Source: an optimization exercise on an open RTL-to-GDS flow (aim: small area and a short achievable clock period). Production flows keep margins and buffers that such runs may drop. The RTL was checked by simulation tests, not by an equivalence proof against the original design. The clock port is modelled as an ideal driver; clocking choices that lean on that would not hold on a real chip. Power figures rest on the tool's default switching activity, not on a simulated workload.

==> run R <==
==> flow/design.v <==
module fairArb (
	input  logic [15:0] bids,
	output logic [15:0] wins,
	input  logic        get_next_win,
	input  logic        clk,
	input  logic        rst
);
	logic [3:0]  p;
	logic        a, b;
	logic [15:0] m;       
	logic [15:0] bm;      
	logic [15:0] g;       
	logic [3:0]  pn;      
	always_comb begin
		for (int i = 0; i < 16; i++)
			m[i] = (i[3:0] >= p);
	end
	assign bm = bids & m;
	assign g  = (|bm) ? (bm & (~bm + 16'd1)) : (bids & (~bids + 16'd1));
	always_comb begin
		pn = 4'd0;
		for (int i = 0; i < 16; i++)
			if (g[i]) pn = pn | (i[3:0] + 4'd1);
		if (g == 16'd0) pn = 4'd1;
	end
	always_ff @(posedge clk) begin
		if (~rst) begin
			wins <= 16'd0;
			p    <= 4'd0;
			a    <= 1'b0;
			b    <= 1'b0;
		end else begin
			wins <= g;
			a    <= 1'b1;
			b    <= a;
			if ((a & ~b) | (b & get_next_win & (|bids)))
				p <= pn;
		end
	end
endmodule
==> flow/run.sh <==
#!/bin/bash
# synth_recipe.tcl (not shown) runs the flow's synth.tcl, then flattens the netlist and writes it again
# the make line also repeats each setting of config.mk as NAME=value (left out here)
make -C /OpenROAD-flow-scripts/flow DESIGN_CONFIG=/design/flow/config.mk WORK_HOME=/design/flow/orfs CLKGATE_MAP_FILE= SYNTH_SCRIPT=/design/flow/synth_recipe.tcl finish
==> flow/config.mk <==
export PLATFORM = sky130hd
export DESIGN_NAME = fairArb
export DESIGN_NICKNAME = fairArb
export VERILOG_FILES = /design/flow/design.v
export SDC_FILE = /design/flow/constraint.sdc
export NUM_CORES = 4
export LEC_CHECK = 0
export CAP_MARGIN = 20
export CORE_MARGIN = 2
export CORE_UTILIZATION = 40
export SETUP_SLACK_MARGIN = 2.2
export SLEW_MARGIN = 20
==> flow/constraint.sdc <==
create_clock -name core_clock -period 4.0 [get_ports {clk}]
set_input_delay 0.8000 -clock core_clock [delete_from_list [all_inputs] [get_ports {clk}]]
set_output_delay 0.8000 -clock core_clock [all_outputs]
set_load 0.01 [all_outputs]
==> inputs of run P, as changes to run R <==
--- a/flow/design.v
+++ b/flow/design.v
@@ -16,7 +16,10 @@
 			m[i] = (i[3:0] >= p);
 	end
 	assign bm = bids & m;
-	assign g  = (|bm) ? (bm & (~bm + 16'd1)) : (bids & (~bids + 16'd1));
+	logic [31:0] dv, dg;
+	assign dv = {bids, bm};
+	assign dg = dv & (~dv + 32'd1);
+	assign g  = dg[15:0] | dg[31:16];
 	always_comb begin
 		pn = 4'd0;
 		for (int i = 0; i < 16; i++)
==> flow/flow/run.sh (new file) <==
#!/bin/bash
set -euo pipefail
here=$(cd "$(dirname "$0")" && pwd)
source "$here/vars.sh"
bash standard.sh synth > synth.log 2>&1
bash standard.sh "${EXTRA[@]}" PRE_DETAIL_PLACE_TCL="$here/size.tcl" POST_CTS_TCL="$here/size_cts.tcl" finish > layout.log 2>&1
==> flow/flow/size.tcl (new file) <==
source $::env(PLATFORM_DIR)/setRC.tcl
set ::size_stage [expr {[info exists ::env(SIZE_STAGE)] ? $::env(SIZE_STAGE) : "place"}]
set ::size_per [get_property [get_clocks core_clock] period]
set ::size_in [delete_from_list [all_inputs] [get_ports clk]]
set ::size_dly [expr {0.2 * $::size_per}]
if {$::size_stage eq "cts"} {
  set_propagated_clock [all_clocks]
} else {
  set ::size_lat [expr {[info exists ::env(SIZE_CLK_LATENCY)] ? $::env(SIZE_CLK_LATENCY) : 0.26}]
  set_input_delay [expr {$::size_dly - $::size_lat}] -clock core_clock $::size_in
  set_output_delay [expr {$::size_dly + $::size_lat}] -clock core_clock [all_outputs]
}
estimate_parasitics -placement
if {[info exists ::env(SIZE_REPAIR_MARGIN)] && $::size_stage ne "cts"} {
  set_dont_use $::env(DONT_USE_CELLS)
  repair_timing -setup -setup_margin $::env(SIZE_REPAIR_MARGIN) -repair_tns 100 -verbose
  estimate_parasitics -placement
}
sta::make_equiv_cells [get_libs *]

# the period is a soft maximum over all endpoints, so that paths close to the
# worst one also count and ties between near-critical paths do not stall it
proc size_obj {} {
  estimate_parasitics -placement
  set k $::size_k
  set sum 0.0
  foreach p $::size_eps {
    set d [expr {$::size_per - [get_property $p slack_max]}]
    set sum [expr {$sum + exp($k * ($d - 2.0))}]
  }
  set ps [expr {2.0 + log($sum) / $k}]
  return [expr {log([rsz::design_area]) + log($ps)}]
}
set ::size_k [expr {[info exists ::env(SIZE_K)] ? $::env(SIZE_K) : 25.0}]
set ::size_eps [concat [all_registers -data_pins] [all_outputs]]

set cands {}
foreach inst [get_cells *] {
  set ref [get_property $inst ref_name]
  set name [get_full_name $inst]
  if {[string match "*tapvpwrvgnd*" $ref] || [string match "*fill*" $ref] || [string match "*conb*" $ref]} { continue }
  if {[string match "clkbuf_*" $name] || [string match "clkload*" $name] || [string match "clkinv*" $name]} { continue }
  set lc [get_lib_cells $ref]
  set alts {}
  foreach c [sta::find_equiv_cells $lc] {
    set n [get_name $c]
    if {[string match "*lpflow*" $n] || [string match "*probe*" $n]} { continue }
    lappend alts $n
  }
  if {[llength $alts] > 1} { lappend cands [list $inst $alts] }
}
set best [size_obj]
puts "size($::size_stage): start obj [format %.5f $best] ws [worst_slack -max] area [expr {[rsz::design_area]*1e12}] cands [llength $cands]"
set maxpass [expr {[info exists ::env(SIZE_PASSES)] ? $::env(SIZE_PASSES) : 10}]
for {set pass 0} {$pass < $maxpass} {incr pass} {
  set changed 0
  foreach c $cands {
    lassign $c inst alts
    set cur [get_property $inst ref_name]
    set pick $cur
    foreach n $alts {
      if {$n eq $cur} { continue }
      replace_cell $inst $n
      set o [size_obj]
      if {$o < $best - 1e-7} { set best $o; set pick $n }
    }
    if {[get_property $inst ref_name] ne $pick} { replace_cell $inst $pick }
    if {$pick ne $cur} { incr changed }
  }
  set best [size_obj]
  puts "size($::size_stage): pass $pass changed $changed obj [format %.5f $best] ws [worst_slack -max] area [expr {[rsz::design_area]*1e12}]"
  if {$changed == 0} { break }
}
if {$::size_stage eq "cts"} {
  detailed_placement
  check_placement -verbose
  estimate_parasitics -placement
  puts "size($::size_stage): legalised ws [worst_slack -max] hold [worst_slack -min]"
} else {
  set_input_delay $::size_dly -clock core_clock $::size_in
  set_output_delay $::size_dly -clock core_clock [all_outputs]
  estimate_parasitics -placement
}
==> flow/flow/size_cts.tcl (new file) <==
# second sizing pass, after clock tree synthesis (see size.tcl)
set ::env(SIZE_STAGE) cts
source [file join [file dirname [info script]] size.tcl]
==> flow/flow/vars.sh (new file) <==
EXTRA=(BUFFER_PORTS_ARGS="-buffer_cell sky130_fd_sc_hd__buf_2" CTS_ARGS="-sink_clustering_enable -repair_clock_nets -dont_use_dummy_load")
export SIZE_REPAIR_MARGIN=2.1
==> flow/standard.sh (new file) <==
#!/bin/bash
# synth_recipe.tcl (not shown) runs the flow's synth.tcl, then flattens the netlist and writes it again
# the make line also repeats each setting of config.mk as NAME=value (left out here)
make -C /OpenROAD-flow-scripts/flow DESIGN_CONFIG=/design/flow/config.mk WORK_HOME=/design/flow/orfs CLKGATE_MAP_FILE= SYNTH_SCRIPT=/design/flow/synth_recipe.tcl "${@:-finish}"
Settings changed: ABC_AREA set to 1, CORE_UTILIZATION 40 to 65, PLACE_DENSITY set to 0.8, SETUP_SLACK_MARGIN 2.2 to unset.
removed: flow/run.sh
==> inputs of run C, as changes to run R <==
--- a/flow/design.v
+++ b/flow/design.v
@@ -16,7 +16,10 @@
 			m[i] = (i[3:0] >= p);
 	end
 	assign bm = bids & m;
-	assign g  = (|bm) ? (bm & (~bm + 16'd1)) : (bids & (~bids + 16'd1));
+	logic [31:0] dv, dg;
+	assign dv = {bids, bm};
+	assign dg = dv & (~dv + 32'd1);
+	assign g  = dg[15:0] | dg[31:16];
 	always_comb begin
 		pn = 4'd0;
 		for (int i = 0; i < 16; i++)
==> flow/flow/run.sh (new file) <==
#!/bin/bash
set -euo pipefail
here=$(cd "$(dirname "$0")" && pwd)
source "$here/vars.sh"
bash standard.sh synth > synth.log 2>&1
bash standard.sh "${EXTRA[@]}" PRE_DETAIL_PLACE_TCL="$here/size.tcl" POST_CTS_TCL="$here/size_cts.tcl" finish > layout.log 2>&1
==> flow/flow/size.tcl (new file) <==
source $::env(PLATFORM_DIR)/setRC.tcl
set ::size_stage [expr {[info exists ::env(SIZE_STAGE)] ? $::env(SIZE_STAGE) : "place"}]
set ::size_per [get_property [get_clocks core_clock] period]
set ::size_in [delete_from_list [all_inputs] [get_ports clk]]
set ::size_dly [expr {0.2 * $::size_per}]
if {$::size_stage eq "cts"} {
  set_propagated_clock [all_clocks]
} else {
  set ::size_lat [expr {[info exists ::env(SIZE_CLK_LATENCY)] ? $::env(SIZE_CLK_LATENCY) : 0.26}]
  set_input_delay [expr {$::size_dly - $::size_lat}] -clock core_clock $::size_in
  set_output_delay [expr {$::size_dly + $::size_lat}] -clock core_clock [all_outputs]
}
estimate_parasitics -placement
sta::make_equiv_cells [get_libs *]

# the period is a soft maximum over all endpoints, so that paths close to the
# worst one also count and ties between near-critical paths do not stall it
proc size_obj {} {
  estimate_parasitics -placement
  set k $::size_k
  set sum 0.0
  foreach p $::size_eps {
    set d [expr {$::size_per - [get_property $p slack_max]}]
    set sum [expr {$sum + exp($k * ($d - 2.0))}]
  }
  set ps [expr {2.0 + log($sum) / $k}]
  return [expr {log([rsz::design_area]) + log($ps)}]
}
set ::size_k [expr {[info exists ::env(SIZE_K)] ? $::env(SIZE_K) : 25.0}]
set ::size_eps [concat [all_registers -data_pins] [all_outputs]]

set cands {}
foreach inst [get_cells *] {
  set ref [get_property $inst ref_name]
  set name [get_full_name $inst]
  if {[string match "*tapvpwrvgnd*" $ref] || [string match "*fill*" $ref] || [string match "*conb*" $ref]} { continue }
  if {[string match "clkbuf_*" $name] || [string match "clkload*" $name] || [string match "clkinv*" $name]} { continue }
  set lc [get_lib_cells $ref]
  set alts {}
  foreach c [sta::find_equiv_cells $lc] {
    set n [get_name $c]
    if {[string match "*lpflow*" $n] || [string match "*probe*" $n]} { continue }
    lappend alts $n
  }
  if {[llength $alts] > 1} { lappend cands [list $inst $alts] }
}
set best [size_obj]
puts "size($::size_stage): start obj [format %.5f $best] ws [worst_slack -max] area [expr {[rsz::design_area]*1e12}] cands [llength $cands]"
set maxpass [expr {[info exists ::env(SIZE_PASSES)] ? $::env(SIZE_PASSES) : 10}]
for {set pass 0} {$pass < $maxpass} {incr pass} {
  set changed 0
  foreach c $cands {
    lassign $c inst alts
    set cur [get_property $inst ref_name]
    set pick $cur
    foreach n $alts {
      if {$n eq $cur} { continue }
      replace_cell $inst $n
      set o [size_obj]
      if {$o < $best - 1e-7} { set best $o; set pick $n }
    }
    if {[get_property $inst ref_name] ne $pick} { replace_cell $inst $pick }
    if {$pick ne $cur} { incr changed }
  }
  set best [size_obj]
  puts "size($::size_stage): pass $pass changed $changed obj [format %.5f $best] ws [worst_slack -max] area [expr {[rsz::design_area]*1e12}]"
  if {$changed == 0} { break }
}
if {$::size_stage eq "cts"} {
  detailed_placement
  check_placement -verbose
  estimate_parasitics -placement
  puts "size($::size_stage): legalised ws [worst_slack -max] hold [worst_slack -min]"
} else {
  set_input_delay $::size_dly -clock core_clock $::size_in
  set_output_delay $::size_dly -clock core_clock [all_outputs]
  estimate_parasitics -placement
}
==> flow/flow/size_cts.tcl (new file) <==
# second sizing pass, after clock tree synthesis (see size.tcl)
set ::env(SIZE_STAGE) cts
source [file join [file dirname [info script]] size.tcl]
==> flow/flow/vars.sh (new file) <==
EXTRA=(BUFFER_PORTS_ARGS="-buffer_cell sky130_fd_sc_hd__buf_2")
==> flow/standard.sh (new file) <==
#!/bin/bash
# synth_recipe.tcl (not shown) runs the flow's synth.tcl, then flattens the netlist and writes it again
# the make line also repeats each setting of config.mk as NAME=value (left out here)
make -C /OpenROAD-flow-scripts/flow DESIGN_CONFIG=/design/flow/config.mk WORK_HOME=/design/flow/orfs CLKGATE_MAP_FILE= SYNTH_SCRIPT=/design/flow/synth_recipe.tcl "${@:-finish}"
Settings changed: ABC_AREA set to 1, SETUP_SLACK_MARGIN 2.2 to unset.
removed: flow/run.sh
==> inputs of run M, as changes to run R <==
==> flow/flow/run.sh (new file) <==
#!/bin/bash
# Layout flow: the standard synthesis unchanged, then the standard ORFS
# steps with buf_2 port buffers and the timing-repair settings in vars.sh.
set -euo pipefail
here=$(cd "$(dirname "$0")" && pwd)
source "$here/vars.sh"
bash standard.sh synth > synth.log 2>&1
bash standard.sh "${EXTRA[@]}" finish > layout.log 2>&1
==> flow/flow/vars.sh (new file) <==
EXTRA=(BUFFER_PORTS_ARGS="-buffer_cell sky130_fd_sc_hd__buf_2" MATCH_CELL_FOOTPRINT=0 SETUP_SLACK_MARGIN=2.3)
==> flow/standard.sh (new file) <==
#!/bin/bash
# synth_recipe.tcl (not shown) runs the flow's synth.tcl, then flattens the netlist and writes it again
# the make line also repeats each setting of config.mk as NAME=value (left out here)
make -C /OpenROAD-flow-scripts/flow DESIGN_CONFIG=/design/flow/config.mk WORK_HOME=/design/flow/orfs CLKGATE_MAP_FILE= SYNTH_SCRIPT=/design/flow/synth_recipe.tcl "${@:-finish}"
Settings changed: SETUP_SLACK_MARGIN 2.2 to unset.
removed: flow/run.sh
==> run summary <==
Run P finished clean. Run M ran to the end with no violations. Run R completed with no timing, DRC or antenna violations. Run C produced a clean layout.
Against run M, the clock power of run R is higher by 34%.
In run M the cell count is smaller than in run P, by 13%.
Sequential power is about the same in run M and run R.
Clock-buffer cell count: run M is higher than run R (1).

-- port drivers added, routing unchanged --
How much do the figures lean on ideal ports? The routed layouts below were timed once more, with nothing changed but the port constraints. Step 1, drivers: a clkbuf_16 drives clk and a buf_2 each remaining input, both assumed. Step 2 times the ports against the registers' clock, not the clock port: input delays grow and output delays shrink by t, the midpoint of the rising clock arrivals with the driver on. Slacks: ideal / step 1 / step 2; pairs: ideal / step 1.
run | t (ns) | setup WS [ns] | clock arrival spread, ns | worst slew at a driven data input, ns | cell pins on the clock port's net
run R | 0.289 | 1.561 / 1.547 / 1.258 | 0.003 / 0.002 | 0.05 | 1
run P | 0.322 | 2.015 / 2.015 / 1.719 | 0.007 / 0.007 | 0.03 | 1
run C | 0.281 | 1.986 / 1.984 / 1.703 | 0.008 / 0.009 | 0.03 | 1
run M | 0.284 | 1.584 / 1.565 / 1.281 | 0.006 / 0.006 | 0.06 | 1
After both steps setup and hold are still met in every run listed.
